This is an optimization exercise on Yosys and OpenROAD, whose aim is small area, a short achievable clock period and few clock cycles, not a production implementation.
At most, simulation tests tie the RTL to the original design; equivalence was not proved.
Function not checked in runs 3 and 4: the RTL went through the layout flow alone.

$ cat flow/flow/run.sh
#!/bin/bash
# The standard layout, with repair_timing aiming below the clock period and
# port buffers of the smallest buffer cell.
set -euo pipefail
bash standard.sh SETUP_SLACK_MARGIN=8.6 "BUFFER_PORTS_ARGS=-buffer_cell sky130_fd_sc_hd__buf_1" "CTS_ARGS=-sink_clustering_enable -repair_clock_nets -buf_list sky130_fd_sc_hd__clkbuf_8 -root_buf sky130_fd_sc_hd__clkbuf_16 -sink_clustering_size 30 -sink_clustering_max_diameter 300 -sink_buffer_max_cap_derate 1.0 -dont_use_dummy_load" finish > flow_standard.log 2>&1
$ cat flow/standard.sh
#!/bin/bash
# synth_recipe.tcl (not shown) runs the flow's synth.tcl, then flattens the netlist and writes it again
# the make line also repeats each setting of config.mk as NAME=value (left out here)
make -C /OpenROAD-flow-scripts/flow DESIGN_CONFIG=/design/flow/config.mk WORK_HOME=/design/flow/orfs CLKGATE_MAP_FILE= SYNTH_SCRIPT=/design/flow/synth_recipe.tcl "${@:-finish}"
$ cat flow/config.mk
export PLATFORM = sky130hd
export DESIGN_NAME = interpolation
export DESIGN_NICKNAME = interpolation
export VERILOG_FILES = /design/flow/design.v
export SDC_FILE = /design/flow/constraint.sdc
export NUM_CORES = 4
export LEC_CHECK = 0
export CAP_MARGIN = 20
export CORE_MARGIN = 2
export CORE_UTILIZATION = 40
export CTS_BUF_LIST = sky130_fd_sc_hd__clkbuf_8
export PLACE_DENSITY = 0.6
export SLEW_MARGIN = 20
$ cat flow/constraint.sdc
create_clock -name core_clock -period 12.0 [get_ports {clk}]
set_input_delay 2.4000 -clock core_clock [delete_from_list [all_inputs] [get_ports {clk}]]
set_output_delay 2.4000 -clock core_clock [all_outputs]
set_load 0.01 [all_outputs]
$ cat flow/design.v
module interpolation (
    input           clk,
    input           RST,
    input           START,
    input   [5:0]   H0,
    input   [5:0]   V0,
    input   [3:0]   SW,
    input   [3:0]   SH,
    output          REN,
    input   [7:0]   R_DATA,
    output  [11:0]  ADDR,
    output  [7:0]   O_DATA,
    output          O_VALID
);
    parameter Q = 5;
    reg [5:0] h0;
    reg [3:0] dh, dv;            
    reg       ract;
    reg [4:0] rrow;              
    reg [3:0] rfv;               
    reg [5:0] rtop;              
    reg [3:0] rj;                
    reg       rph;               
    reg [11:0] addr;
    reg       ren;
    reg [2:0] cr;                
    reg       b1, v2, b2, v3, b3, p4;
    reg [3:0] f1, f2, f3;
    reg [7:0] rd, ta;              
    reg [12:0] vp;
    reg [7:0] q [0:Q-1];
    reg [2:0] cnt;
    reg [4:0] oc;                
    reg [3:0] ofh;
    reg       hc, hl;            
    reg [12:0] hp;
    reg       hv;
    reg [7:0] odata;
    reg       ovalid;
    assign REN = ren;
    assign ADDR = addr;
    assign O_DATA = odata;
    assign O_VALID = ovalid;
    localparam [4:0] FIRST = 5'd1, LAST = 5'd24;
    function [4:0] step;
        input [4:0] x;
        step = {x[3:0], x[4] ^ x[2]};
    endfunction
    function [12:0] lerp_a;
        input [7:0] a, b;
        input [3:0] f;
        reg [7:0] m0, m1, m2, m3;
        reg [9:0] p, r;
        reg [4:0] lo;
        begin
            m0 = f[0] ? b : a;
            m1 = f[1] ? b : a;
            m2 = f[2] ? b : a;
            m3 = f[3] ? b : a;
            p = {2'b0, a} + {2'b0, m0} + {1'b0, m1, 1'b0};
            r = {2'b0, m2} + {1'b0, m3, 1'b0};
            lo = {1'b0, p[5:2]} + {1'b0, r[3:0]};
            lerp_a = {p[9:6], r[9:4], lo[4], lo[3:2]};
        end
    endfunction
    function [7:0] lerp_b;
        input [12:0] x;
        reg [5:0] hi;
        begin
            hi = {2'b0, x[12:9]} + x[8:3] + {5'b0, x[2]};
            lerp_b = {hi, x[1:0]};
        end
    endfunction
    wire       prod = p4;
    wire [7:0] cval = lerp_b(vp);
    wire [7:0] qL = q[0];
    wire [7:0] qR = q[1];
    wire       hz = (ofh == 4'd0);
    wire       fire = (cnt != 3'd0) && (hz || cnt > 3'd1);
    wire       shift = fire && (hl || hc);
    wire [4:0] hsum = {1'b0, ofh} + {1'b0, dh};
    wire [4:0] hnext = {1'b0, hsum[3:0]} + {1'b0, dh};
    wire [4:0] ocnext = step(oc);
    wire       issue_first = ract && !rph && (cr != 3'd0 || shift);
    wire       issue = issue_first || (ract && rph);
    wire       direct = (rfv == 4'd0);
    wire       col_done = rph || (issue_first && direct);
    wire       row_done = col_done && (rj == dh);
    wire [4:0] vsum = {1'b0, rfv} + {1'b0, dv};
    wire [5:0] rbot = rtop + 6'd1;
    wire [2:0] wslot = cnt - {2'b0, shift};
    always @(posedge clk or posedge RST) begin
        if (RST) begin
            ract <= 1'b0;
            v2 <= 1'b0;
            v3 <= 1'b0;
            p4 <= 1'b0;
            cnt <= 3'd0;
            cr <= Q;
            hv <= 1'b0;
            ovalid <= 1'b0;
        end else begin
            v2 <= !ren;
            v3 <= v2;
            p4 <= v3 && (b3 || f3 == 4'd0);
            cr <= cr - {2'b0, issue_first} + {2'b0, shift};
            if (row_done && rrow == LAST) ract <= 1'b0;
            if (START) ract <= 1'b1;
            cnt <= cnt - {2'b0, shift} + {2'b0, prod};
            hv <= fire;
            ovalid <= hv;
        end
    end
    integer i;
    always @(posedge clk) begin
        rd <= R_DATA;
        ta <= b2 ? rd : R_DATA;
        b1 <= rph;
        b2 <= b1;
        b3 <= b2;
        vp <= lerp_a(ta, rd, f3);
        f1 <= rfv;
        f2 <= f1;
        f3 <= f2;
        ren <= !issue;
        addr <= {rph ? rbot : rtop, h0 + {2'b0, rj}};
        if (issue_first && !direct) rph <= 1'b1;
        if (col_done) begin
            rph <= 1'b0;
            if (row_done) begin
                rj <= 4'd0;
                rrow <= step(rrow);
                rfv <= vsum[3:0];
                if (vsum[4]) rtop <= rbot;
            end else begin
                rj <= rj + 4'd1;
            end
        end
        for (i = 0; i < Q; i = i + 1) begin
            if (prod && wslot == i)
                q[i] <= cval;
            else if (shift && i < Q - 1)
                q[i] <= q[i + 1];
        end
        hp <= lerp_a(qL, qR, ofh);
        odata <= lerp_b(hp);
        if (fire) begin
            if (hl) begin
                oc <= FIRST;
                ofh <= 4'd0;
                hc <= 1'b0;
                hl <= 1'b0;
            end else begin
                oc <= ocnext;
                ofh <= hsum[3:0];
                hc <= hnext[4];
                hl <= (ocnext == LAST);
            end
        end
        if (START) begin
            h0 <= H0;
            dh <= SW - 4'd1;
            dv <= SH - 4'd1;
            rtop <= V0;
            rfv <= 4'd0;
            rrow <= FIRST;
            rj <= 4'd0;
            rph <= 1'b0;
            oc <= FIRST;
            ofh <= 4'd0;
            hc <= 1'b0;
            hl <= 1'b0;
        end
    end
endmodule
==> metrics.md, run 1 <==
| Metric | Value |
|---|---|
| Hold Crit Class | flop to flop |
| MaxCap Viol Count | 0 |
| Clk buf depth | 2 |
| Row count | 54 |
| ANT cells | 0 |
| Post-route ant nets | 0 |
| Core area | 0.0219 mm² |
| Crit. End Element | output pin |
| Die X | 154 µm |
| WP data arrival | 890 ps |
| Area of the multi-input gates | roughly 0.0045 mm² |
| Critical path buffers and inverters | 1 |
| Area of the die | 0.0236 mm² |
| Worst-Margin Slew | ~700 ps |
| Setup Skew | 39.4 ps |
| Top FF cell, synth | dfxtp_1 |
| Hold slack | about 320 ps |
| TritonCTS Buffers | 17 |
| F_max | 0.304 GHz |
| CTS H-tree depth | 4 |
| Post-DP HPWL | 11100 µm |
| Largest fanout on the critical path | 2 |
| Hold-fix buffers, CTS | 0 |
| Final Hold Violating Endpoints | 0 |
| Leading cell type in the layout, fill and taps excluded | dfxtp_1 |
| Crit-path cells | buf_1 |
| Initial Utilization | 40.9% |
| All-Layer GR Usage | 13.3% |
| Synth top area share | 23.1% |
| GPL Wtd Cong | about 0.75 |
| Synth Instances | 807 |
| Pin count of the biggest net entering global routing | 55 |
| Crit path max-delay family | flip-flops |
| Place WS | 8330 ps |
| Yosys cell types | 48 |
| CTS tree | built |
| Slew margin rel. | 53.1% |
| Commonest non-fill, non-tap cells in the layout | dfxtp_1, mux2_2, ha_1 |
| Final worst setup slack | approximately 8700 ps |
| Worst skew pair latency | 390 ps |
| Reg2Reg Setup Slack | approximately 8800 ps |
| Slowest stage delay, CP | about 360 ps |
| Yosys reg bits | around 180 |
| Vias in the first global route | ~5400 |
| Mapped cell area | 0.00894 mm² |
| Area Overhead vs Synth | 8.53% |
| Post-synth EDFFs | 60 |
| Dominant cell type by area after synthesis | dfxtp_1 |
| I/O Buffers | 52 |
| Synth Area per Inst | 11.1 µm² |
| Grt total ovfl | 0 |
| Crit Path Category | flop to output pin |
| Fraction of registers with async set/reset | 6.86% |
| Final setup vio count | 0 |
| CTS Root Cell | clkbuf_16 |
| Nets | about 1000 |
| Clock Sinks | roughly 180 |
| Sequential cell area | ~0.0042 mm² |
| Largest cells by area after synthesis | dfxtp_1, edfxtp_1, mux2_2 |
| Warnings from Yosys | 2 |
| Setup crit start kind | flop |
| Share of cells above drive strength 1 | 13.8% |
| Drt first pass iters | 4 |
| Vias per Instance | just under 5 |
| Routed len/inst | 13.2 µm |
| Total number of vias | about 5600 |
| Drt total wl | approximately 15000 µm |
| Fill count | 2115 |
| Total negative slack | 0 ps |
| Status | no timing/DRC/antenna violations |
| Starting DRT DRC Count | 251 |
| Tcrit/Tclk final | 27.5% |
| Tmin final | 3290 ps |
| First-pass GRT wire length | ~25000 µm |
| Initial antenna violation count | 0 |
| Sequential element share of the synthesized area | 46.6% |
| Post-route DRC | 0 |
| Ports | 53 |
| Slew Viols, Final | 0 |
| Mapped Nets | 929 |
| Max stage delay cell, worst path | dfxtp_1 |
| Chip Height | between 150 and 200 µm |
| Reg clk slew, reported paths | ~70 ps |
| Worst endpoint required time | between 9000 and 10000 ps |
| RSZ-0062 raised after global routing | true |
==> state kept, by name, indices dropped and copies added (netlist names), 5 cells and up <==
register	count
odata	8
addr	12
rrow	5
hp	13
ta	8
oc	5
h0	6
q	40
rd	8
vp	13
rtop	6
==> timing repair <==
item                       4_1_cts  5_1_grt
buffers inserted                 1        0
cloned                           0        0
setup endpoints to repair       59       59
gates resized for setup         10        4
==> Yosys cell counts (6+ instances only) <==
| master | instances |
|---|---|
| a21o_1 | 20 |
| a21oi_1 | 49 |
| and3_1 | 6 |
| clkbuf_1 | 21 |
| dfrtp_1 | 10 |
| dfxtp_1 | 103 |
| edfxtp_1 | 60 |
| fa_1 | 26 |
| ha_1 | 65 |
| inv_1 | 60 |
| mux2_2 | 75 |
| nand2_1 | 57 |
| nand3_1 | 16 |
| nor2_1 | 45 |
| nor2b_1 | 12 |
| nor3_1 | 12 |
| o21a_1 | 7 |
| o21ai_0 | 40 |
| xnor2_1 | 44 |
| xor2_1 | 22 |
==> layout make-up <==
type	instances	share of cell area (%)
sequential	175	43.0
multi-input combinational	549	46.3
timing repair buffer	55	2.26
tap	280	3.61
clock buffer	17	2.53
inverter	60	2.32
==> routing by layer <==
layer / track usage [%] / up-vias / routed length, µm
li1: - / 2896 / -
met1: 17.5 / 2599 / 7430
met2: 21.8 / 67 / 7080
met3: 3.44 / 6 / 424
met4: 3.54 / 0 / 106
met5: 0 / - / 0
==> kinds of logic after synthesis <==
kind of cell | Yosys count | synth area share [%]
flops | 175 | 46.6
simple gates | 171 | 8.84
compound gates | 141 | 9.61
fa+ha+maj | 91 | 14.9
buf+inv | 83 | 3.58
mux | 80 | 10.0
xor+xnor | 66 | 6.46
==> per-stage QoR <==
step                cells  util [%]  area [µm²]
floorplan             807         -        8940
global placement     1118      43.0        9420
detailed placement   1118      43.0        9420
CTS                  1136      44.3        9690
global route         1136      44.3        9710
finish               1136      44.3        9710
==> final timing paths <==
kind / from / to / cells after the start
min in group asynchronous: RST / v2 / 2
worst max register to register: ofh[0] / q[0][3] / 10
worst min-delay path: hp[1] / odata[1] / 0
worst min register to register: hp[1] / odata[1] / 0
max in group asynchronous: RST / cr[2] / 2
worst max-delay path: ren / REN / 1
Testbench counts, summed over its fixed seeds: cycles 32,963.
==> run 2: changes to the inputs <==
--- a/flow/design.v
+++ b/flow/design.v
@@ -23,6 +23,7 @@
     reg       rph;               
     reg [11:0] addr;
     reg       ren;
+    reg       iss;               
     reg [2:0] cr;                
     reg       b1, v2, b2, v3, b3, p4;
     reg [3:0] f1, f2, f3;
@@ -92,6 +93,7 @@
     always @(posedge clk or posedge RST) begin
         if (RST) begin
             ract <= 1'b0;
+            iss <= 1'b0;
             v2 <= 1'b0;
             v3 <= 1'b0;
             p4 <= 1'b0;
@@ -100,7 +102,8 @@
             hv <= 1'b0;
             ovalid <= 1'b0;
         end else begin
-            v2 <= !ren;
+            iss <= issue;
+            v2 <= iss;
             v3 <= v2;
             p4 <= v3 && (b3 || f3 == 4'd0);
             cr <= cr - {2'b0, issue_first} + {2'b0, shift};
==> run 2 against run 1 <==
  * Clock skew is essentially flat
  * Non-clock buffer count stayed put
  * First-iteration DRC count decreased by 7.6%
  * Global-route usage grew 0.44 points
  * Worst setup slack got worse by 21 ps
  * Critical path type unchanged
  * Register-to-register slack lost 30 ps
  * Wire length increased by 3.5%
==> metrics.md, run 2 <==
| Metric | Value |
|---|---|
| Sequential element share of the synthesized area | 46.7% (was 46.6%) |
| MaxCap Viol Count | 0 (unchanged) |
| Max stage delay cell, worst path | dfrtp_1 (was dfxtp_1) |
| Top-count cell post-synth | dfxtp_1 (unchanged) |
| I/O Buffers | 52 (unchanged) |
| Chip Height | 154 µm (about the same) |
| Mapped Nets | 930 (was 929) |
| Setup crit start kind | flop (unchanged) |
| Status | no timing/DRC/antenna violations (unchanged) |
| Slew Viols, Final | 0 (unchanged) |
| Setup Skew | 39.5 ps (was 39.4 ps) |
| CTS H-tree depth | 4 (unchanged) |
| Drt first pass iters | 4 (unchanged) |
| Post-DP HPWL | 11400 µm (was 11100 µm) |
| Commonest non-fill, non-tap cells in the layout | dfxtp_1, mux2_2, ha_1 (unchanged) |
| Row count | 54 (unchanged) |
| Area of the multi-input gates | 0.00449 mm² (about the same) |
| Critical path buffers and inverters | 1 (unchanged) |
| Warnings from Yosys | 2 (unchanged) |
| Total number of vias | 5625 (was 5568) |
| Tmin final | 3320 ps (was 3290 ps) |
| Worst endpoint required time | 9600 ps (about the same) |
| CTS Root Cell | clkbuf_16 (unchanged) |
| Post-synth EDFFs | 60 (unchanged) |
| Crit path max-delay family | flip-flops (unchanged) |
| Starting DRT DRC Count | 232 (was 251) |
| GPL Wtd Cong | 0.786 (was 0.753) |
| Grt total ovfl | 0 (unchanged) |
| Synth top area share | 23.0% (was 23.1%) |
| Design Area, Final | 0.00973 mm² (was 0.00971 mm²) |
| Drt total wl | 15600 µm (was 15000 µm) |
| Final setup vio count | 0 (unchanged) |
| Fill count | 2080 (was 2115) |
| Nets | 981 (was 980) |
| Ports | 53 (unchanged) |
| Hold Crit Class | flop to flop (unchanged) |
| Synth Instances | 808 (was 807) |
| Mapped cell area | 0.00897 mm² (was 0.00894 mm²) |
| Largest cells by area after synthesis | dfxtp_1, edfxtp_1, mux2_2 (unchanged) |
| Clk buf depth | 2 (unchanged) |
| Post-route ant nets | 0 (unchanged) |
| Tcrit/Tclk final | 27.6% (was 27.5%) |
| Initial antenna violation count | 0 (unchanged) |
| Top flop regs | q x40, hp x13, vp x13 (unchanged) |
| Top FF cell, synth | dfxtp_1 (unchanged) |
| Fin cells | 1137 (was 1136) |
| Max reg flops | 40 (unchanged) |
| Crit-path cells | buf_1 (unchanged) |
| CTS tree | built (unchanged) |
| Initial Utilization | 41.0% (was 40.9%) |
| Vias in the first global route | 5542 (was 5397) |
| First-pass GRT wire length | 26300 µm (was 25500 µm) |
| TritonCTS Buffers | 17 (unchanged) |
| Area of the die | 0.0236 mm² (about the same) |
| Final Hold Violating Endpoints | 0 (unchanged) |
| Yosys cell types | 48 (unchanged) |
| Yosys reg bits | 176 (was 175) |
| Worst skew pair latency | 390 ps (about the same) |
| Fraction of registers with async set/reset | 7.39% (was 6.86%) |
| ANT cells | 0 (unchanged) |
| All-Layer GR Usage | 13.7% (was 13.3%) |
| Crit Path Category | flop to output pin (unchanged) |
| Clock Sinks | 176 (was 175) |
| WP data arrival | 920 ps (was 890 ps) |
| Leading cell type in the layout, fill and taps excluded | dfxtp_1 (unchanged) |
| Core area | 0.0219 mm² (unchanged) |
| Largest fanout on the critical path | 1 (was 2) |
| Total negative slack | 0 ps (unchanged) |
| RSZ-0062 raised after global routing | true (unchanged) |
| Slowest stage delay, CP | 380 ps (was 360 ps) |
| Synth Area per Inst | 11.1 µm² (about the same) |
| Dominant cell type by area after synthesis | dfxtp_1 (unchanged) |
| Synth cell count leaders | dfxtp_1, mux2_2, ha_1 (unchanged) |
| Pin count of the biggest net entering global routing | 55 (unchanged) |
| Hold-fix buffers, CTS | 0 (unchanged) |
| Routed len/inst | 13.7 µm (was 13.2 µm) |
| Worst-Margin Slew | 685 ps (was 701 ps) |
| Inst Count DP | 1119 (was 1118) |
| Reg with most FFs | q (unchanged) |
| Share of cells above drive strength 1 | 13.7% (was 13.8%) |
| Sequential cell area | 0.00420 mm² (was 0.00417 mm²) |
| Die X | 154 µm (about the same) |
| Area Overhead vs Synth | 8.42% (was 8.53%) |
| F_max | 0.302 GHz (was 0.304 GHz) |
| Post-DP Area | 0.00944 mm² (was 0.00942 mm²) |
| Post-route DRC | 0 (unchanged) |
| Slew margin rel. | 54.0% (was 53.1%) |
| Crit. End Element | output pin (unchanged) |
| Reg clk slew, reported paths | 80 ps (was 70 ps) |
| Vias per Instance | 4.95 (was 4.90) |
-- run 2: metrics by stage --
stage / worst slack (ps) / hold WS [ps] / utilization, %
3_3_place_gp: 8380 / 312 / 43.1
2_1_floorplan: 8830 / 310 / -
6_report: 8680 / 305 / 44.4
4_1_cts: 8560 / 305 / 44.4
3_5_place_dp: 8370 / 313 / 43.1
5_1_grt: 8500 / 320 / 44.4
-- run 2: layout make-up --
cell class / instances / share of cell area (%)
clock buffer: 17 / 2.52
inverter: 60 / 2.32
multi-input combinational: 549 / 46.1
sequential: 176 / 43.2
tap: 280 / 3.60
timing repair buffer: 55 / 2.25
-- run 2: worst paths after layout --
kind / start / end / slack, ps / depth (start not counted)
worst max-delay path: ovalid / O_VALID / 8680 / 1
worst min-delay path: f2[3] / f3[3] / 300 / 0
worst max register to register: ofh[0] / q[3][0] / 8750 / 12
worst min register to register: f2[3] / f3[3] / 300 / 0
max in group asynchronous: RST / v3 / 9590 / 2
min in group asynchronous: RST / cr[1] / 2050 / 2
-- run 2: cells by family after synthesis --
kind of cell / after synthesis / synth area share (%)
multiplexers: 80 / 9.97
buffers and inverters: 83 / 3.57
XOR/XNOR: 66 / 6.44
adder cells (fa/ha/maj): 91 / 14.9
flip-flops: 176 / 46.7
AND/OR/NAND/NOR: 171 / 8.81
AO/OA/AOI/OAI: 141 / 9.61
-- run 2: repair_timing --
item	in CTS	in global routing
buffers inserted	1	0
resized for setup	8	5
endpoints found under the setup margin	58	47
endpoints found under the hold margin	0	0
-- run 2: per-layer routing --
layer	vias to the layer above	GRT usage (%)	share of wire, %
met5	-	0	0
met4	0	5.20	1.8
met3	21	2.51	2.3
met2	64	22.8	47
met1	2648	17.9	49
li1	2892	-	-
Testbench counts of run 2, summed over its fixed seeds: cycles 32,963.
==> run 3: changes to the inputs <==
--- a/flow/design.v
+++ b/flow/design.v
@@ -28,7 +28,7 @@
     reg       b1, v2, b2, v3, b3, p4;
     reg [3:0] f1, f2, f3;
     reg [7:0] rd, ta;              
-    reg [12:0] vp;
+    reg [11:0] vp;
     reg [7:0] q [0:Q-1];
     reg [2:0] cnt;
     reg [4:0] oc;                
@@ -72,8 +72,33 @@
             lerp_b = {hi, x[1:0]};
         end
     endfunction
+    function [11:0] lerp6_a;
+        input [7:0] a, b;
+        input [3:0] f;
+        reg [7:0] m0, m1, m2, m3;
+        reg [9:0] p, r;
+        reg [5:0] lo;
+        begin
+            m0 = f[0] ? b : a;
+            m1 = f[1] ? b : a;
+            m2 = f[2] ? b : a;
+            m3 = f[3] ? b : a;
+            p = {2'b0, a} + {2'b0, m0} + {1'b0, m1, 1'b0};
+            r = {2'b0, m2} + {1'b0, m3, 1'b0};
+            lo = {1'b0, p[6:2]} + {1'b0, r[4:0]};
+            lerp6_a = {p[9:7], r[9:5], lo[5], lo[4:2]};
+        end
+    endfunction
+    function [7:0] lerp6_b;
+        input [11:0] x;
+        reg [4:0] hi;
+        begin
+            hi = {2'b0, x[11:9]} + x[8:4] + {4'b0, x[3]};
+            lerp6_b = {hi, x[2:0]};
+        end
+    endfunction
     wire       prod = p4;
-    wire [7:0] cval = lerp_b(vp);
+    wire [7:0] cval = lerp6_b(vp);
     wire [7:0] qL = q[0];
     wire [7:0] qR = q[1];
     wire       hz = (ofh == 4'd0);
@@ -121,7 +146,7 @@
         b1 <= rph;
         b2 <= b1;
         b3 <= b2;
-        vp <= lerp_a(ta, rd, f3);
+        vp <= lerp6_a(ta, rd, f3);
         f1 <= rfv;
         f2 <= f1;
         f3 <= f2;
==> run 3 against run 2 <==
  * Still clean on timing, DRC and antenna
  * Critical path depth did not move
  * Design area rose by 0.18%
  * First-iteration DRC count fell by 24%
  * Non-clock buffer count rose by 6
  * Via count fell by 1.6%
  * Register-to-register slack improved by 60 ps
==> metrics.md, run 3 <==
| Metric | Value |
|---|---|
| Status | no timing/DRC/antenna violations (unchanged) |
| Vias in the first global route | 5471 (was 5542) |
| Dominant cell type by area after synthesis | dfxtp_1 (unchanged) |
| Fin cells | 1126 (was 1137) |
| Initial Utilization | 40.9% (was 41.0%) |
| Area Overhead vs Synth | 9.27% (was 8.42%) |
| CTS tree | built (unchanged) |
| Mux share of post-synthesis cell area | 10.8% (was 9.97%) |
| Layout Utilization | 44.7% (was 44.4%) |
| Core area | 0.0218 mm² (was 0.0219 mm²) |
| Slew Viols, Final | 0 (unchanged) |
| Total number of vias | 5534 (was 5625) |
| Area of the die | 0.0235 mm² (was 0.0236 mm²) |
| Synth top area share | 22.9% (was 23.0%) |
| Crit-path cells | buf_1 (unchanged) |
| Crit path max-delay family | flip-flops (unchanged) |
| Area share of xor/xnor cells in the synthesized design | 6.09% (was 6.44%) |
| Post-DP Area | 0.00940 mm² (was 0.00944 mm²) |
| Synth Area in Compound Gates | 9.64% (was 9.61%) |
| Final setup vio count | 0 (unchanged) |
| Leading cell type in the layout, fill and taps excluded | dfxtp_1 (unchanged) |
| I/O Buffers | 52 (unchanged) |
| Row count | 54 (unchanged) |
| Slew margin rel. | 55.9% (was 54.0%) |
| Combinational family with the most area after synthesis | adder cells (unchanged) |
| All-Layer GR Usage | 13.3% (was 13.7%) |
| Synth Instances | 791 (was 808) |
| Post-synth EDFFs | 60 (unchanged) |
| Die X | 153 µm (was 154 µm) |
| Initial antenna violation count | 0 (unchanged) |
| Design Area, Final | 0.00974 mm² (was 0.00973 mm²) |
| Simple-gate area share of the yosys netlist | 8.31% (was 8.81%) |
| Chip Height | 153 µm (was 154 µm) |
| Drt first pass iters | 6 (was 4) |
| Worst endpoint required time | 9600 ps (about the same) |
| Worst-Margin Slew | 660 ps (was 685 ps) |
| Top FF cell, synth | dfxtp_1 (unchanged) |
| Post-synthesis adder-cell area fraction | 15.0% (was 14.9%) |
| Pin count of the biggest net entering global routing | 55 (unchanged) |
| Fraction of registers with async set/reset | 7.43% (was 7.39%) |
| Tcrit/Tclk final | 27.1% (was 27.6%) |
| Total negative slack | 0 ps (unchanged) |
| Max reg flops | 40 (unchanged) |
| Mapped cell area | 0.00892 mm² (was 0.00897 mm²) |
| Critical path buffers and inverters | 1 (unchanged) |
| Commonest non-fill, non-tap cells in the layout | dfxtp_1, mux2_2, ha_1 (unchanged) |
| Setup crit start kind | flop (unchanged) |
| MaxCap Viol Count | 0 (unchanged) |
| Drt total wl | 15000 µm (was 15600 µm) |
| Hold slack | 316 ps (was 305 ps) |
| Post-DP HPWL | 11100 µm (was 11400 µm) |
| Nets | 970 (was 981) |
| Largest fanout on the critical path | 1 (unchanged) |
| Final Hold Violating Endpoints | 0 (unchanged) |
| Top flop regs | q x40, hp x13 (was q x40, hp x13, vp x13) |
| CTS H-tree depth | 4 (unchanged) |
| Sequential element share of the synthesized area | 46.8% (was 46.7%) |
| Vias per Instance | 4.91 (was 4.95) |
| Fill count | 2072 (was 2080) |
| F_max | 0.307 GHz (was 0.302 GHz) |
| Crit. End Element | output pin (unchanged) |
| Largest cells by area after synthesis | dfxtp_1, edfxtp_1, mux2_2 (unchanged) |
| First-pass GRT wire length | 25600 µm (was 26300 µm) |
| Worst skew pair latency | 390 ps (about the same) |
| Top-count cell post-synth | dfxtp_1 (unchanged) |
| Routed len/inst | 13.3 µm (was 13.7 µm) |
| Post-route DRC | 0 (unchanged) |
| TritonCTS Buffers | 17 (unchanged) |
| Hold-fix buffers, CTS | 0 (unchanged) |
| Crit Path Category | flop to output pin (unchanged) |
| Warnings from Yosys | 2 (unchanged) |
| Share of cells above drive strength 1 | 15.8% (was 13.7%) |
| Slowest stage delay, CP | 320 ps (was 380 ps) |
| WP data arrival | 850 ps (was 920 ps) |
| Ports | 53 (unchanged) |
| Hold Crit Class | flop to flop (unchanged) |
| Starting DRT DRC Count | 177 (was 232) |
| CTS Root Cell | clkbuf_16 (unchanged) |
| Clock Sinks | 175 (was 176) |
| Reg clk slew, reported paths | 100 ps (was 80 ps) |
| Grt total ovfl | 0 (unchanged) |
| Post-route ant nets | 0 (unchanged) |
| Max stage delay cell, worst path | dfxtp_1 (was dfrtp_1) |
| Clk buf depth | 2 (unchanged) |
| RSZ-0062 raised after global routing | false (was true) |
| GPL Wtd Cong | 0.811 (was 0.786) |
| Setup Skew | 44.5 ps (was 39.5 ps) |
| ANT cells | 0 (unchanged) |
| Yosys cell types | 48 (unchanged) |
| Yosys reg bits | 175 (was 176) |
| Tmin final | 3250 ps (was 3320 ps) |
| Synth cell count leaders | dfxtp_1, mux2_2, ha_1 (unchanged) |
| Reg with most FFs | q (unchanged) |
| Inst Count DP | 1103 (was 1119) |
| Synth Area per Inst | 11.3 µm² (was 11.1 µm²) |
| Mapped Nets | 913 (was 930) |
[run 3: changes by cell type after synthesis, moves of 3 or more]
cell / previous run / this run
o21ai_0: 39 / 36
o21a_1: 8 / 11
inv_1: 60 / 55
nand2_1: 57 / 40
nor2_1: 45 / 50
mux2_2: 75 / 81
xnor2_1: 44 / 38
a21oi_1: 49 / 52
[run 3: cell families (layout without fill, tap and decap cells)]
logic type	after synthesis	count (layout)
simple gates	158	158
xor+xnor	62	62
compound gates	140	140
buf+inv	79	134
fa+ha+maj	91	91
flops	175	175
mux	86	86
[run 3: through the flow]
stage                     setup WS, ps
final                             8750
after global routing              8640
after CTS                         8630
after detailed placement          8290
after global placement            8380
after floorplan                   8720
[run 3: area by class of cell]
type,instances,area (µm²),area share (%)
multi-input cells,537,4490,46.0
inverters,56,214,2.20
well taps,280,350,3.60
flip-flops and latches,175,4180,42.9
clock buffers,17,245,2.52
repair buffers,61,264,2.71
[run 3: worst paths after layout]
check | slack (ps) | depth (start not counted) | to | from
min reg2reg | 320 | 0 | f3[2] | f2[2]
max reg2reg | 8810 | 12 | vp[3] | f3[0]
min | 320 | 0 | f3[2] | f2[2]
max in group asynchronous | 9570 | 2 | cnt[2] | RST
max | 8750 | 1 | ADDR[7] | addr[7]
min in group asynchronous | 2040 | 2 | ract | RST
[run 3: per-layer routing]
metal	wire length (µm)	vias to the layer above	GRT usage [%]
li1	-	2853	-
met1	7370	2591	17.4
met2	6990	77	21.9
met3	432	13	3.18
met4	204	0	3.97
met5	0	-	0
[run 3: what timing repair did]
item | CTS | global route
hold endpoints to repair | 0 | 0
resized for setup | 13 | 7
setup buffers | 0 | 6
setup endpoints to repair | 59 | 63
==> run 4: changes to the inputs <==
--- a/flow/design.v
+++ b/flow/design.v
@@ -28,13 +28,13 @@
     reg       b1, v2, b2, v3, b3, p4;
     reg [3:0] f1, f2, f3;
     reg [7:0] rd, ta;              
-    reg [11:0] vp;
+    reg [12:0] vp;
     reg [7:0] q [0:Q-1];
     reg [2:0] cnt;
     reg [4:0] oc;                
     reg [3:0] ofh;
     reg       hc, hl;            
-    reg [12:0] hp;
+    reg [11:0] hp;
     reg       hv;
     reg [7:0] odata;
     reg       ovalid;
@@ -98,7 +98,7 @@
         end
     endfunction
     wire       prod = p4;
-    wire [7:0] cval = lerp6_b(vp);
+    wire [7:0] cval = lerp_b(vp);
     wire [7:0] qL = q[0];
     wire [7:0] qR = q[1];
     wire       hz = (ofh == 4'd0);
@@ -146,7 +146,7 @@
         b1 <= rph;
         b2 <= b1;
         b3 <= b2;
-        vp <= lerp6_a(ta, rd, f3);
+        vp <= lerp_a(ta, rd, f3);
         f1 <= rfv;
         f2 <= f1;
         f3 <= f2;
@@ -170,8 +170,8 @@
             else if (shift && i < Q - 1)
                 q[i] <= q[i + 1];
         end
-        hp <= lerp_a(qL, qR, ofh);
-        odata <= lerp_b(hp);
+        hp <= lerp6_a(qL, qR, ofh);
+        odata <= lerp6_b(hp);
         if (fire) begin
             if (hl) begin
                 oc <= FIRST;
==> run 4 against run 3 <==
  * Via count grew 0.70%
  * Count of clock-buffer cells in the layout is the same
  * Design area shrank 0.27%
  * Critical path type unchanged
  * Largest cell class unchanged
  * Wire length shrank 1.9%
  * Final cell count grew 0.36%
  * Die area is essentially flat
  * Worst setup slack gained 1.8 ps
  * Hold slack lost 3.6 ps
==> metrics.md, run 4 <==
| Metric | Value |
|---|---|
| Status | no timing/DRC/antenna violations (unchanged) |
| All-Layer GR Usage | 13.2% (was 13.3%) |
| Initial antenna violation count | 0 (unchanged) |
| Hold slack | 312 ps (was 316 ps) |
| Sequential cell area | 0.00418 mm² (unchanged) |
| Post-DP HPWL | 10900 µm (was 11100 µm) |
| Reg with most FFs | q (unchanged) |
| Crit Path Category | flop to output pin (unchanged) |
| Final worst setup slack | 8750 ps (about the same) |
| Synth Area per Inst | 11.2 µm² (was 11.3 µm²) |
| Chip Height | 153 µm (about the same) |
| Design Area, Final | 0.00972 mm² (was 0.00974 mm²) |
| Sequential element share of the synthesized area | 46.8% (about the same) |
| Fill count | 2089 (was 2072) |
| Tcrit/Tclk final | 27.1% (about the same) |
| I/O Buffers | 52 (unchanged) |
| GPL Wtd Cong | 0.797 (was 0.811) |
| Grt total ovfl | 0 (unchanged) |
| Drt first pass iters | 4 (was 6) |
| Fraction of registers with async set/reset | 7.43% (unchanged) |
| Post-route DRC | 0 (unchanged) |
| Largest cells by area after synthesis | dfxtp_1, edfxtp_1, mux2_2 (unchanged) |
| Synth cell count leaders | dfxtp_1, mux2_2, ha_1 (unchanged) |
| CTS tree | built (unchanged) |
| F_max | 0.308 GHz (was 0.307 GHz) |
| Slowest stage delay, CP | 330 ps (was 320 ps) |
| Hold-fix buffers, CTS | 0 (unchanged) |
| Ports | 53 (unchanged) |
| Vias in the first global route | 5452 (was 5471) |
| Synth top area share | 22.9% (about the same) |
| Layout Utilization | 44.4% (was 44.7%) |
| Routed len/inst | 13.0 µm (was 13.3 µm) |
| Crit-path cells | buf_1 (unchanged) |
| Place WS | 8320 ps (was 8290 ps) |
| Crit path max-delay family | flip-flops (unchanged) |
| TritonCTS Buffers | 17 (unchanged) |
| Slew Viols, Final | 0 (unchanged) |
| Top FF cell, synth | dfxtp_1 (unchanged) |
| Pin count of the biggest net entering global routing | 55 (unchanged) |
| Mapped cell area | 0.00892 mm² (about the same) |
| Top-count cell post-synth | dfxtp_1 (unchanged) |
| Area Overhead vs Synth | 8.92% (was 9.27%) |
| Nets | 974 (was 970) |
| Max reg flops | 40 (unchanged) |
| Setup Skew | 19.9 ps (was 44.5 ps) |
| CTS Root Cell | clkbuf_16 (unchanged) |
| MaxCap Viol Count | 0 (unchanged) |
| Yosys reg bits | 175 (unchanged) |
| Die X | 153 µm (about the same) |
| Worst skew pair latency | 380 ps (was 390 ps) |
| Hold Crit Class | flop to flop (unchanged) |
| Synth Instances | 800 (was 791) |
| Clock Sinks | 175 (unchanged) |
| ANT cells | 0 (unchanged) |
| Crit. End Element | output pin (unchanged) |
| Yosys cell types | 48 (unchanged) |
| Final setup vio count | 0 (unchanged) |
| Reg clk slew, reported paths | 90 ps (was 100 ps) |
| Max stage delay cell, worst path | dfxtp_1 (unchanged) |
| WP data arrival | 850 ps (about the same) |
| Setup crit start kind | flop (unchanged) |
| Share of cells above drive strength 1 | 14.2% (was 15.8%) |
| Post-DP Area | 0.00939 mm² (was 0.00940 mm²) |
| Worst-Margin Slew | 766 ps (was 660 ps) |
| Initial Utilization | 40.8% (was 40.9%) |
| First-pass GRT wire length | 25400 µm (was 25600 µm) |
| Post-synth EDFFs | 60 (unchanged) |
| RSZ-0062 raised after global routing | false (unchanged) |
| CTS H-tree depth | 4 (unchanged) |
| Drt total wl | 14700 µm (was 15000 µm) |
| Commonest non-fill, non-tap cells in the layout | dfxtp_1, mux2_2, ha_1 (unchanged) |
| Starting DRT DRC Count | 208 (was 177) |
| Dominant cell type by area after synthesis | dfxtp_1 (unchanged) |
| Mapped Nets | 922 (was 913) |
| Core area | 0.0219 mm² (was 0.0218 mm²) |
| Area of the multi-input gates | 0.00448 mm² (was 0.00449 mm²) |
| Leading cell type in the layout, fill and taps excluded | dfxtp_1 (unchanged) |
| Total negative slack | 0 ps (unchanged) |
| Vias per Instance | 4.93 (was 4.91) |
| Clk buf depth | 2 (unchanged) |
| Tmin final | 3250 ps (about the same) |
| Total number of vias | 5573 (was 5534) |
| Slew margin rel. | 48.5% (was 55.9%) |
| Warnings from Yosys | 2 (unchanged) |
| Final Hold Violating Endpoints | 0 (unchanged) |
| Top flop regs | q x40, vp x13 (was q x40, hp x13) |
| Worst endpoint required time | 9600 ps (about the same) |
| Post-route ant nets | 0 (unchanged) |
| Largest fanout on the critical path | 1 (unchanged) |
| Area of the die | 0.0235 mm² (about the same) |
| Row count | 54 (unchanged) |
| Critical path buffers and inverters | 1 (unchanged) |
==> run 4: path summary, 6_finish.rpt <==
kind,slack [ps],cells past startpoint,to,from
worst max register to register,8840,12,q[2][6],cnt[2]
worst max-delay path,8750,1,ADDR[11],addr[11]
worst min register to register,310,0,f2[0],f1[0]
min in group asynchronous,2030,2,ract,RST
max in group asynchronous,9590,2,cr[2],RST
worst min-delay path,310,0,f2[0],f1[0]
==> run 4: logic make-up (layout without fill, tap and decap cells) <==
kind of cell	after synthesis	after routing	share of synthesized area, %
XOR/XNOR	64	64	6.28
multiplexers	82	82	10.3
AND/OR/NAND/NOR	165	165	8.65
AO/OA/AOI/OAI	141	141	9.56
adder cells (fa/ha/maj)	91	91	14.9
flip-flops	175	175	46.8
buffers and inverters	82	132	3.55
==> run 4: final cells by class <==
| class | count | share of cell area, % |
|---|---|---|
| Tap cell | 280 | 3.60 |
| Multi-Input combinational cell | 543 | 46.1 |
| Timing Repair Buffer | 57 | 2.41 |
| Clock buffer | 17 | 2.52 |
| Inverter | 58 | 2.28 |
| Sequential cell | 175 | 43.1 |
==> run 4: per-layer routing <==
metal | global-route usage (%) | part of all wire [%] | vias up
met2 | 21.5 | 47 | 54
li1 | - | - | 2889
met1 | 17.4 | 49 | 2621
met3 | 3.20 | 2.7 | 9
met5 | 0 | 0 | -
met4 | 4.06 | 1.0 | 0
==> run 4: repair_timing <==
item,4_1_cts,5_1_grt
setup buffers,2,1
gates resized for setup,9,13
pin swaps,1,0
setup endpoints to repair,65,36
==> run 4: stage by stage <==
step	std cells
CTS	1129
detailed placement	1110
global route	1130
global placement	1110
finish	1130
floorplan	800
==> run 5: changes to the inputs <==
--- a/flow/design.v
+++ b/flow/design.v
@@ -28,7 +28,7 @@
     reg       b1, v2, b2, v3, b3, p4;
     reg [3:0] f1, f2, f3;
     reg [7:0] rd, ta;              
-    reg [12:0] vp;
+    reg [11:0] vp;
     reg [7:0] q [0:Q-1];
     reg [2:0] cnt;
     reg [4:0] oc;                
@@ -47,32 +47,7 @@
         input [4:0] x;
         step = {x[3:0], x[4] ^ x[2]};
     endfunction
-    function [12:0] lerp_a;
-        input [7:0] a, b;
-        input [3:0] f;
-        reg [7:0] m0, m1, m2, m3;
-        reg [9:0] p, r;
-        reg [4:0] lo;
-        begin
-            m0 = f[0] ? b : a;
-            m1 = f[1] ? b : a;
-            m2 = f[2] ? b : a;
-            m3 = f[3] ? b : a;
-            p = {2'b0, a} + {2'b0, m0} + {1'b0, m1, 1'b0};
-            r = {2'b0, m2} + {1'b0, m3, 1'b0};
-            lo = {1'b0, p[5:2]} + {1'b0, r[3:0]};
-            lerp_a = {p[9:6], r[9:4], lo[4], lo[3:2]};
-        end
-    endfunction
-    function [7:0] lerp_b;
-        input [12:0] x;
-        reg [5:0] hi;
-        begin
-            hi = {2'b0, x[12:9]} + x[8:3] + {5'b0, x[2]};
-            lerp_b = {hi, x[1:0]};
-        end
-    endfunction
-    function [11:0] lerp6_a;
+    function [11:0] lerp_a;
         input [7:0] a, b;
         input [3:0] f;
         reg [7:0] m0, m1, m2, m3;
@@ -86,15 +61,15 @@
             p = {2'b0, a} + {2'b0, m0} + {1'b0, m1, 1'b0};
             r = {2'b0, m2} + {1'b0, m3, 1'b0};
             lo = {1'b0, p[6:2]} + {1'b0, r[4:0]};
-            lerp6_a = {p[9:7], r[9:5], lo[5], lo[4:2]};
+            lerp_a = {p[9:7], r[9:5], lo[5], lo[4:2]};
         end
     endfunction
-    function [7:0] lerp6_b;
+    function [7:0] lerp_b;
         input [11:0] x;
         reg [4:0] hi;
         begin
             hi = {2'b0, x[11:9]} + x[8:4] + {4'b0, x[3]};
-            lerp6_b = {hi, x[2:0]};
+            lerp_b = {hi, x[2:0]};
         end
     endfunction
     wire       prod = p4;
@@ -170,8 +145,8 @@
             else if (shift && i < Q - 1)
                 q[i] <= q[i + 1];
         end
-        hp <= lerp6_a(qL, qR, ofh);
-        odata <= lerp6_b(hp);
+        hp <= lerp_a(qL, qR, ofh);
+        odata <= lerp_b(hp);
         if (fire) begin
             if (hl) begin
                 oc <= FIRST;
--- a/flow/config.mk
+++ b/flow/config.mk
@@ -11,3 +11,4 @@
 export CTS_BUF_LIST = sky130_fd_sc_hd__clkbuf_8
 export PLACE_DENSITY = 0.6
 export SLEW_MARGIN = 20
+export TNS_END_PERCENT = 20
==> run 5 against run 4 <==
  * Design area decreased by 0.17%
  * Count of clock-buffer cells in the layout unchanged
  * Via count up 0.16%
  * Fmax is 0.32% lower
  * Die area decreased by 0.57%
==> metrics.md, run 5 <==
| Metric | Value |
|---|---|
| Status | no timing/DRC/antenna violations (unchanged) |
| Hold path startpoint | f2[0] (was f1[0]) |
| Slew margin rel. | 53.5% (was 48.5%) |
| Final worst setup slack | 8740 ps (was 8750 ps) |
| Largest fanout on the critical path | 1 (unchanged) |
| Clock Sinks | 174 (was 175) |
| Crit Path Category | flop to output pin (unchanged) |
| Place WS | 8360 ps (was 8320 ps) |
| Leading cell type in the layout, fill and taps excluded | dfxtp_1 (unchanged) |
| Warnings from Yosys | 2 (unchanged) |
| Final setup vio count | 0 (unchanged) |
| CTS tree | built (unchanged) |
| Synth Area per Inst | 11.0 µm² (was 11.2 µm²) |
| Crit path max-delay family | flip-flops (unchanged) |
| ANT cells | 0 (unchanged) |
| Initial antenna violation count | 0 (unchanged) |
| Post-DP HPWL | 10900 µm (about the same) |
| Dominant cell type by area after synthesis | dfxtp_1 (unchanged) |
| Sequential element share of the synthesized area | 46.8% (about the same) |
| Max stage delay cell, worst path | dfxtp_1 (unchanged) |
| Nets | 987 (was 974) |
| Row count | 54 (unchanged) |
| Worst R2R End | hp[3] (was q[2][6]) |
| Starting DRT DRC Count | 248 (was 208) |
| Core area | 0.0218 mm² (was 0.0219 mm²) |
| Yosys reg bits | 174 (was 175) |
| Slew Viols, Final | 0 (unchanged) |
| Total negative slack | 0 ps (unchanged) |
| Top-count cell post-synth | dfxtp_1 (unchanged) |
| Setup crit start kind | flop (unchanged) |
| Tmin final | 3260 ps (was 3250 ps) |
| Crit-path cells | buf_1 (unchanged) |
| Final Hold Violating Endpoints | 0 (unchanged) |
| Slowest stage delay, CP | 330 ps (about the same) |
| Critical path buffers and inverters | 1 (unchanged) |
| WP data arrival | 860 ps (was 850 ps) |
| CTS H-tree depth | 4 (unchanged) |
| Fraction of registers with async set/reset | 7.47% (was 7.43%) |
| Drt first pass iters | 4 (unchanged) |
| Chip Height | 153 µm (about the same) |
| Area of the die | 0.0234 mm² (was 0.0235 mm²) |
| Drt total wl | 14800 µm (was 14700 µm) |
| Crit. End Element | output pin (unchanged) |
| Post-synth EDFFs | 60 (unchanged) |
| Hold path depth | 0 (unchanged) |
| Mapped Nets | 932 (was 922) |
| Vias per Instance | 4.88 (was 4.93) |
| Worst endpoint required time | 9600 ps (about the same) |
| Post-route ant nets | 0 (unchanged) |
| First-pass GRT wire length | 25800 µm (was 25400 µm) |
| Tcrit/Tclk final | 27.2% (was 27.1%) |
| Post-route DRC | 0 (unchanged) |
| Yosys cell types | 49 (was 48) |
| Worst skew pair latency | 370 ps (was 380 ps) |
| Top FF cell, synth | dfxtp_1 (unchanged) |
| Mapped cell area | 0.00887 mm² (was 0.00892 mm²) |
| Initial Utilization | 40.6% (was 40.8%) |
| CTS Root Cell | clkbuf_16 (unchanged) |
| CP startpoint | ren (was addr[11]) |
| Synth top area share | 22.8% (was 22.9%) |
| MaxCap Viol Count | 0 (unchanged) |
| F_max | 0.307 GHz (was 0.308 GHz) |
| Reg2Reg Setup Slack | 8780 ps (was 8840 ps) |
| Area Overhead vs Synth | 9.38% (was 8.92%) |
| Ports | 53 (unchanged) |
| Worst-Margin Slew | 692 ps (was 766 ps) |
| Design Area, Final | 0.00970 mm² (was 0.00972 mm²) |
| I/O Buffers | 52 (unchanged) |
| GPL Wtd Cong | 0.771 (was 0.797) |
| Post-DP Area | 0.00934 mm² (was 0.00939 mm²) |
| Clk buf depth | 2 (unchanged) |
| Grt total ovfl | 0 (unchanged) |
| Synth cell count leaders | dfxtp_1, mux2_2, ha_1 (unchanged) |
| Commonest non-fill, non-tap cells in the layout | dfxtp_1, mux2_2, ha_1 (unchanged) |
| Reg2reg start | ofh[0] (was cnt[2]) |
| Vias in the first global route | 5529 (was 5452) |
| Synth Instances | 810 (was 800) |
| Reg with most FFs | q (unchanged) |
| Pin count of the biggest net entering global routing | 55 (unchanged) |
| R2r worst-path depth | 12 (unchanged) |
| Setup Skew | 27.1 ps (was 19.9 ps) |
| Total number of vias | 5582 (was 5573) |
| Share of cells above drive strength 1 | 14.4% (was 14.2%) |
| Hold EP | f3[0] (was f2[0]) |
| Largest cells by area after synthesis | dfxtp_1, edfxtp_1, ha_1 (was dfxtp_1, edfxtp_1, mux2_2) |
| Die X | 153 µm (about the same) |
| All-Layer GR Usage | 13.3% (was 13.2%) |
| Fill count | 2074 (was 2089) |
| TritonCTS Buffers | 17 (unchanged) |
| Reg clk slew, reported paths | 90 ps (about the same) |
| Hold slack | 330 ps (was 312 ps) |
| RSZ-0062 raised after global routing | true (was false) |
| Max reg flops | 40 (unchanged) |
| Hold Crit Class | flop to flop (unchanged) |
| Routed len/inst | 12.9 µm (was 13.0 µm) |
-- run 5: changes by cell type in the layout (fill, tap and decap cells not counted), sizes merged, moves of 3 or more --
cell	previous run	this run
buf	56	60
or2	0	3
nor2b	13	9
o21a	7	13
nor2	43	54
nand2b	6	3
a211o	0	3
xnor2	42	36
a21oi	41	53
o21bai	5	2
mux2	75	69
o21ai	54	43
nand2	51	61
-- run 5: final cells by class --
type                       count  area (µm²)  area share (%)
multi-input combinational    554        4460            45.9
sequential                   174        4170            43.0
tap                          280         350            3.61
timing repair buffer          61         264            2.72
clock buffer                  17         245            2.53
inverter                      57         218            2.24
-- run 5: logic make-up (layout without fill, tap and decap cells) --
logic type                 after synthesis  in the layout  share of synthesized area [%]
AOI/OAI and AO/OA                      142            142                           9.69
DFF                                    174            174                           46.8
adders and majority gates               91             91                           15.0
xor gates and xnor gates                58             58                           5.73
muxes                                   76             76                           9.55
buffers and inverters                   82            135                           3.48
and+or+nand+nor                        187            187                           9.71
-- run 5: how the worst max path moves through the flow --
stage                    to  slack, ps  cells after the start
floorplan             hp[3]       8640                     13
global placement    rtop[1]       8380                      3
detailed placement  q[3][5]       8360                     11
CTS                 q[1][1]       8350                     10
global route          vp[3]       8580                     11
finish                  REN       8740                      1
-- run 5: what timing repair did --
action	CTS	global route
hold buffers	0	0
gates resized for setup	2	20
pin swaps	0	1
endpoints found under the setup margin	60	80
buffers inserted	0	7
-- run 5: metrics by stage --
stage | utilization, % | std cells
finish | 44.5 | 1143
global route | 44.5 | 1143
CTS | 44.0 | 1136
detailed placement | 42.8 | 1119
global placement | 42.8 | 1119
floorplan | - | 810
-- run 5: per-layer routing --
metal	share of wire (%)	vias up	wire (µm)	track usage, %
li1	-	2915	-	-
met1	50	2601	7320	18.2
met2	47	59	6910	21.4
met3	3.0	7	446	3.40
met4	0.60	0	88	3.00
met5	0	-	0	0
Testbench counts of run 5, summed over its fixed seeds: cycles 32,963.
==> run 6: changes to the inputs <==
--- a/flow/config.mk
+++ b/flow/config.mk
@@ -11,4 +11,3 @@
 export CTS_BUF_LIST = sky130_fd_sc_hd__clkbuf_8
 export PLACE_DENSITY = 0.6
 export SLEW_MARGIN = 20
-export TNS_END_PERCENT = 20
==> run 6 against run 5 <==
  * Still clean
  * Register-to-register slack improved by 30 ps
  * Final cell count hardly changed
  * Design area up 0.14%
==> metrics.md, run 6 <==
| Metric | Value |
|---|---|
| Chip Height | 153 µm (unchanged) |
| Mapped Nets | 932 (unchanged) |
| Share of cells above drive strength 1 | 14.7% (was 14.4%) |
| All-Layer GR Usage | 13.3% (about the same) |
| Post-route ant nets | 0 (unchanged) |
| Starting DRT DRC Count | 235 (was 248) |
| Initial antenna violation count | 0 (unchanged) |
| Reg with most FFs | q (unchanged) |
| Dominant cell type by area after synthesis | dfxtp_1 (unchanged) |
| Ports | 53 (unchanged) |
| Crit-path cells | buf_1 (unchanged) |
| Yosys reg bits | 174 (unchanged) |
| Vias per Instance | 4.87 (was 4.88) |
| Sequential element share of the synthesized area | 46.8% (unchanged) |
| Fill count | 2076 (was 2074) |
| Area of the die | 0.0234 mm² (unchanged) |
| Core area | 0.0218 mm² (unchanged) |
| CTS tree | built (unchanged) |
| Max reg flops | 40 (unchanged) |
| Slowest stage delay, CP | 330 ps (about the same) |
| GPL Wtd Cong | 0.771 (unchanged) |
| WP data arrival | 860 ps (about the same) |
| Mapped cell area | 0.00887 mm² (unchanged) |
| CTS Root Cell | clkbuf_16 (unchanged) |
| Critical path buffers and inverters | 1 (unchanged) |
| Final worst setup slack | 8740 ps (about the same) |
| Synth cell count leaders | dfxtp_1, mux2_2, ha_1 (unchanged) |
| Drt first pass iters | 4 (unchanged) |
| M1 WL | 7430 µm (was 7320 µm) |
| Clk buf depth | 2 (unchanged) |
| CTS H-tree depth | 4 (unchanged) |
| Pin count of the biggest net entering global routing | 55 (unchanged) |
| Slew margin rel. | 53.3% (was 53.5%) |
| Final Hold Violating Endpoints | 0 (unchanged) |
| Top FF cell, synth | dfxtp_1 (unchanged) |
| Slew Viols, Final | 0 (unchanged) |
| Leading cell type in the layout, fill and taps excluded | dfxtp_1 (unchanged) |
| F_max | 0.307 GHz (about the same) |
| Top-count cell post-synth | dfxtp_1 (unchanged) |
| Drt total wl | 14800 µm (about the same) |
| Post-route DRC | 0 (unchanged) |
| Final setup vio count | 0 (unchanged) |
| Yosys cell types | 49 (unchanged) |
| Setup Skew | 27.5 ps (was 27.1 ps) |
| Top sig layer | met4 (unchanged) |
| Total number of vias | 5570 (was 5582) |
| Post-synth EDFFs | 60 (unchanged) |
| Hold Crit Class | flop to flop (unchanged) |
| Reg clk slew, reported paths | 90 ps (about the same) |
| Fraction of registers with async set/reset | 7.47% (unchanged) |
| Warnings from Yosys | 2 (unchanged) |
| Post-DP HPWL | 10900 µm (unchanged) |
| Vias in the first global route | 5539 (was 5529) |
| Place WS | 8360 ps (unchanged) |
| Crit. End Element | output pin (unchanged) |
| Commonest non-fill, non-tap cells in the layout | dfxtp_1, mux2_2, ha_1 (unchanged) |
| Synth Area per Inst | 11.0 µm² (unchanged) |
| Max stage delay cell, worst path | dfxtp_1 (unchanged) |
| I/O Buffers | 52 (unchanged) |
| Tmin final | 3260 ps (about the same) |
| RSZ-0062 raised after global routing | false (was true) |
| Crit path max-delay family | flip-flops (unchanged) |
| Met2 Wirelength | 6910 µm (about the same) |
| First-pass GRT wire length | 25800 µm (about the same) |
| Worst skew pair latency | 370 ps (about the same) |
| Largest fanout on the critical path | 1 (unchanged) |
| Layout Utilization | 44.5% (about the same) |
| Worst-Margin Slew | 695 ps (was 692 ps) |
| Area Overhead vs Synth | 9.54% (was 9.38%) |
| Crit Path Category | flop to output pin (unchanged) |
| Tcrit/Tclk final | 27.2% (about the same) |
| Status | no timing/DRC/antenna violations (unchanged) |
| Largest cells by area after synthesis | dfxtp_1, edfxtp_1, ha_1 (unchanged) |
| Total negative slack | 0 ps (unchanged) |
| Setup crit start kind | flop (unchanged) |
| Nets | 988 (was 987) |
| Routed len/inst | 12.9 µm (about the same) |
| Synth top area share | 22.8% (unchanged) |
| MaxCap Viol Count | 0 (unchanged) |
| Worst endpoint required time | 9600 ps (about the same) |
| Die X | 153 µm (unchanged) |
| Synth Instances | 810 (unchanged) |
| Grt total ovfl | 0 (unchanged) |
| Row count | 54 (unchanged) |
| TritonCTS Buffers | 17 (unchanged) |
| Routed wl met3 | 343 µm (was 446 µm) |
| ANT cells | 0 (unchanged) |
| Clock Sinks | 174 (unchanged) |
| Initial Utilization | 40.6% (unchanged) |
-- run 6: cell counts after synthesis --
Identical to the previous run, type by type.
-- run 6: per-layer routing --
layer / GRT usage (%) / up-vias
li1: - / 2911
met1: 18.2 / 2612
met5: 0 / -
met2: 21.5 / 41
met4: 3.00 / 0
met3: 3.40 / 6
-- run 6: final cells by class --
class	instances	area, µm²	share of cell area (%)
multi-input combinational	554	4460	45.9
sequential	174	4170	42.9
tap	280	350	3.61
timing repair buffer	62	272	2.79
clock buffer	17	245	2.52
inverter	57	218	2.24
-- run 6: worst paths after layout --
path / from / endpoint / slack, ps / cells past startpoint
max in group asynchronous: RST / hv / 9630 / 2
worst max register to register: ofh[1] / hp[3] / 8810 / 12
min in group asynchronous: RST / ract / 2010 / 2
worst min register to register: f2[0] / f3[0] / 330 / 0
worst min-delay path: f2[0] / f3[0] / 330 / 0
worst max-delay path: ren / REN / 8740 / 1
-- run 6: kinds of logic (layout without fill, tap and decap cells) --
group / Yosys count / after routing / share of synthesized area (%)
simple gates: 187 / 187 / 9.71
xor+xnor: 58 / 58 / 5.73
mux: 76 / 76 / 9.55
buf+inv: 82 / 136 / 3.48
compound gates: 142 / 142 / 9.69
flops: 174 / 174 / 46.8
fa+ha+maj: 91 / 91 / 15.0
-- run 6: metrics by stage --
step | cells | hold WS (ps) | area, µm²
2_1_floorplan | 810 | 310 | 8870
3_3_place_gp | 1119 | 313 | 9340
3_5_place_dp | 1119 | 314 | 9340
4_1_cts | 1138 | 332 | 9630
5_1_grt | 1144 | 337 | 9720
6_report | 1144 | 329 | 9720
-- run 6: what timing repair did --
action                                  4_1_cts  5_1_grt
setup buffers                                 2        6
endpoints found under the setup margin       60       68
hold buffers                                  0        0
gates cloned                                  0        0
gates resized for setup                      11       14
==> run 7: changes to the inputs <==
--- a/flow/config.mk
+++ b/flow/config.mk
@@ -11,3 +11,4 @@
 export CTS_BUF_LIST = sky130_fd_sc_hd__clkbuf_8
 export PLACE_DENSITY = 0.6
 export SLEW_MARGIN = 20
+export TNS_END_PERCENT = 50
==> run 7 against run 6 <==
  * First-iteration DRC count shrank 4.3%
  * Hold slack is essentially flat
  * Worst setup slack lost 1.9 ps
  * Via count shrank 0.29%
  * Critical path type unchanged
  * Highest routed layer unchanged
==> metrics.md, run 7 <==
| Metric | Value |
|---|---|
| Die X | 153 µm (unchanged) |
| First-pass GRT wire length | 25800 µm (unchanged) |
| Post-DP HPWL | 10900 µm (unchanged) |
| Crit. End Element | output pin (unchanged) |
| Mapped Nets | 932 (unchanged) |
| Worst-Margin Slew | 691 ps (was 695 ps) |
| WP data arrival | 860 ps (about the same) |
| ANT cells | 0 (unchanged) |
| Fin cells | 1142 (was 1144) |
| Clk buf depth | 2 (unchanged) |
| GPL Wtd Cong | 0.771 (unchanged) |
| Ports | 53 (unchanged) |
| Sequential element share of the synthesized area | 46.8% (unchanged) |
| Inst Count DP | 1119 (unchanged) |
| Synth cell count leaders | dfxtp_1, mux2_2, ha_1 (unchanged) |
| MaxCap Viol Count | 0 (unchanged) |
| Row count | 54 (unchanged) |
| Slowest stage delay, CP | 330 ps (about the same) |
| Yosys cell types | 49 (unchanged) |
| Initial antenna violation count | 0 (unchanged) |
| Clock Sinks | 174 (unchanged) |
| Final worst setup slack | 8740 ps (about the same) |
| Final setup vio count | 0 (unchanged) |
| Pin count of the biggest net entering global routing | 55 (unchanged) |
| Warnings from Yosys | 2 (unchanged) |
| Hold Crit Class | flop to flop (unchanged) |
| Commonest non-fill, non-tap cells in the layout | dfxtp_1, mux2_2, ha_1 (unchanged) |
| Top-count cell post-synth | dfxtp_1 (unchanged) |
| Synth Area per Inst | 11.0 µm² (unchanged) |
| Setup Skew | 26.7 ps (was 27.5 ps) |
| Synth Instances | 810 (unchanged) |
| Reg clk slew, reported paths | 90 ps (about the same) |
| Area of the die | 0.0234 mm² (unchanged) |
| Slew margin rel. | 53.5% (was 53.3%) |
| Vias in the first global route | 5539 (unchanged) |
| Synth top area share | 22.8% (unchanged) |
| Share of cells above drive strength 1 | 14.5% (was 14.7%) |
| Post-DP Area | 0.00934 mm² (unchanged) |
| Tcrit/Tclk final | 27.2% (about the same) |
| Nets | 986 (was 988) |
| Slew Viols, Final | 0 (unchanged) |
| Reg2reg start | ofh[0] (was ofh[1]) |
| Starting DRT DRC Count | 225 (was 235) |
| Max stage delay cell, worst path | dfxtp_1 (unchanged) |
| Vias per Instance | 4.86 (was 4.87) |
| Design Area, Final | 0.00970 mm² (was 0.00972 mm²) |
| Total negative slack | 0 ps (unchanged) |
| Hold-fix buffers, CTS | 0 (unchanged) |
| Core area | 0.0218 mm² (unchanged) |
| Initial Utilization | 40.6% (unchanged) |
| Status | no timing/DRC/antenna violations (unchanged) |
| Grt total ovfl | 0 (unchanged) |
| CTS Root Cell | clkbuf_16 (unchanged) |
| Critical path buffers and inverters | 1 (unchanged) |
| Tmin final | 3260 ps (about the same) |
| All-Layer GR Usage | 13.3% (unchanged) |
| Post-route ant nets | 0 (unchanged) |
| Worst skew pair latency | 370 ps (about the same) |
| I/O Buffers | 52 (unchanged) |
| F_max | 0.306 GHz (was 0.307 GHz) |
| Setup crit start kind | flop (unchanged) |
| RSZ-0062 raised after global routing | true (was false) |
| Area Overhead vs Synth | 9.37% (was 9.54%) |
| Chip Height | 153 µm (unchanged) |
| Crit path max-delay family | flip-flops (unchanged) |
| CTS tree | built (unchanged) |
| Largest fanout on the critical path | 1 (unchanged) |
| Drt first pass iters | 4 (unchanged) |
| Reg with most FFs | q (unchanged) |
| Leading cell type in the layout, fill and taps excluded | dfxtp_1 (unchanged) |
| Mapped cell area | 0.00887 mm² (unchanged) |
| Final Hold Violating Endpoints | 0 (unchanged) |
| Post-route DRC | 0 (unchanged) |
| Dominant cell type by area after synthesis | dfxtp_1 (unchanged) |
| Drt total wl | 14800 µm (about the same) |
| Yosys reg bits | 174 (unchanged) |
| Top FF cell, synth | dfxtp_1 (unchanged) |
| Crit-path cells | buf_1 (unchanged) |
| Place WS | 8360 ps (unchanged) |
| Hold path startpoint | f2[0] (unchanged) |
| Routed len/inst | 12.9 µm (about the same) |
| Largest cells by area after synthesis | dfxtp_1, edfxtp_1, ha_1 (unchanged) |
| CP startpoint | ren (unchanged) |
| Post-synth EDFFs | 60 (unchanged) |
| Max reg flops | 40 (unchanged) |
| Crit Path Category | flop to output pin (unchanged) |
| Fraction of registers with async set/reset | 7.47% (unchanged) |
| Hold slack | 330 ps (was 329 ps) |
| CTS H-tree depth | 4 (unchanged) |
| Total number of vias | 5554 (was 5570) |
| Worst endpoint required time | 9600 ps (about the same) |
| TritonCTS Buffers | 17 (unchanged) |
run 7: path summary, 6_finish.rpt:
path                         end  slack, ps  cells after the start
max in group asynchronous     hv       9630                      2
hold / removal             f3[0]        330                      0
min in group asynchronous   ract       2010                      2
setup reg to reg           hp[3]       8780                     12
setup / recovery             REN       8740                      1
hold reg to reg            f3[0]        330                      0
run 7: timing repair:
item | 4_1_cts | 5_1_grt
setup buffers | 2 | 4
endpoints found under the setup margin | 60 | 79
gates resized for setup | 5 | 20
run 7: metal layers:
layer  vias up  track usage (%)  wire length, µm
met5         -                0                0
met4         0             3.00              115
met3         6             3.40              400
met2        42             21.5             6890
met1      2599             18.2             7370
li1       2907                -                -
run 7: metrics by stage:
stage,utilization (%)
4_1_cts,44.1
6_report,44.5
3_3_place_gp,42.8
3_5_place_dp,42.8
2_1_floorplan,-
5_1_grt,44.5
run 7: layout make-up:
| type | instances | area, µm² |
|---|---|---|
| Sequential cell | 174 | 4170 |
| Fill cell | 2078 | 12100 |
| Timing Repair Buffer | 60 | 256 |
| Tap cell | 280 | 350 |
| Inverter | 57 | 218 |
| Multi-Input combinational cell | 554 | 4460 |
| Clock buffer | 17 | 245 |
run 7: cell families (layout without fill, tap and decap cells):
group           count (synthesis)  after routing  synth area share (%)
simple gates                  187            187                  9.71
flops                         174            174                  46.8
compound gates                142            142                  9.69
fa+ha+maj                      91             91                  15.0
buf+inv                        82            134                  3.48
mux                            76             76                  9.55
xor+xnor                       58             58                  5.73

[afterwards: timing with drivers on the ports]
Ports are ideal in the flow. The routed layouts listed here were re-timed in OpenROAD.
Step 1 (the two cells are an assumption about what drives the block):
set clk [get_ports {clk}]
set_driving_cell -lib_cell sky130_fd_sc_hd__clkbuf_16 $clk
set_driving_cell -lib_cell sky130_fd_sc_hd__buf_2 [delete_from_list [all_inputs] $clk]
Step 2, shift: input delay + t, output delay - t, t = (earliest + latest rising clock arrival at the registers) / 2. This alone moves slack from input paths to output paths.
Slacks: ideal ports / drivers / drivers and shift; pairs: ideal ports / drivers.
| run | shift t [ns] | setup WS [ns] | worst data-port slew with drivers (ns) | pins driven straight from the clock port |
|---|---|---|---|---|
| run 1 | 0.415 | 8.705 / 8.661 / 8.397 | 0.04 | 1 |
| run 2 | 0.413 | 8.685 / 8.641 / 8.420 | 0.03 | 1 |
| run 3 | 0.407 | 8.746 / 8.704 / 8.391 | 0.03 | 1 |
| run 4 | 0.411 | 8.748 / 8.704 / 8.394 | 0.04 | 1 |
| run 5 | 0.400 | 8.738 / 8.696 / 8.380 | 0.04 | 1 |
| run 6 | 0.399 | 8.738 / 8.696 / 8.386 | 0.04 | 1 |
| run 7 | 0.400 | 8.736 / 8.695 / 8.371 | 0.04 | 1 |
After both steps setup and hold are still met in every run listed. The setup slack of run 7, which loses most, moves by -0.041 ns with the drivers and by -0.365 ns with both steps.
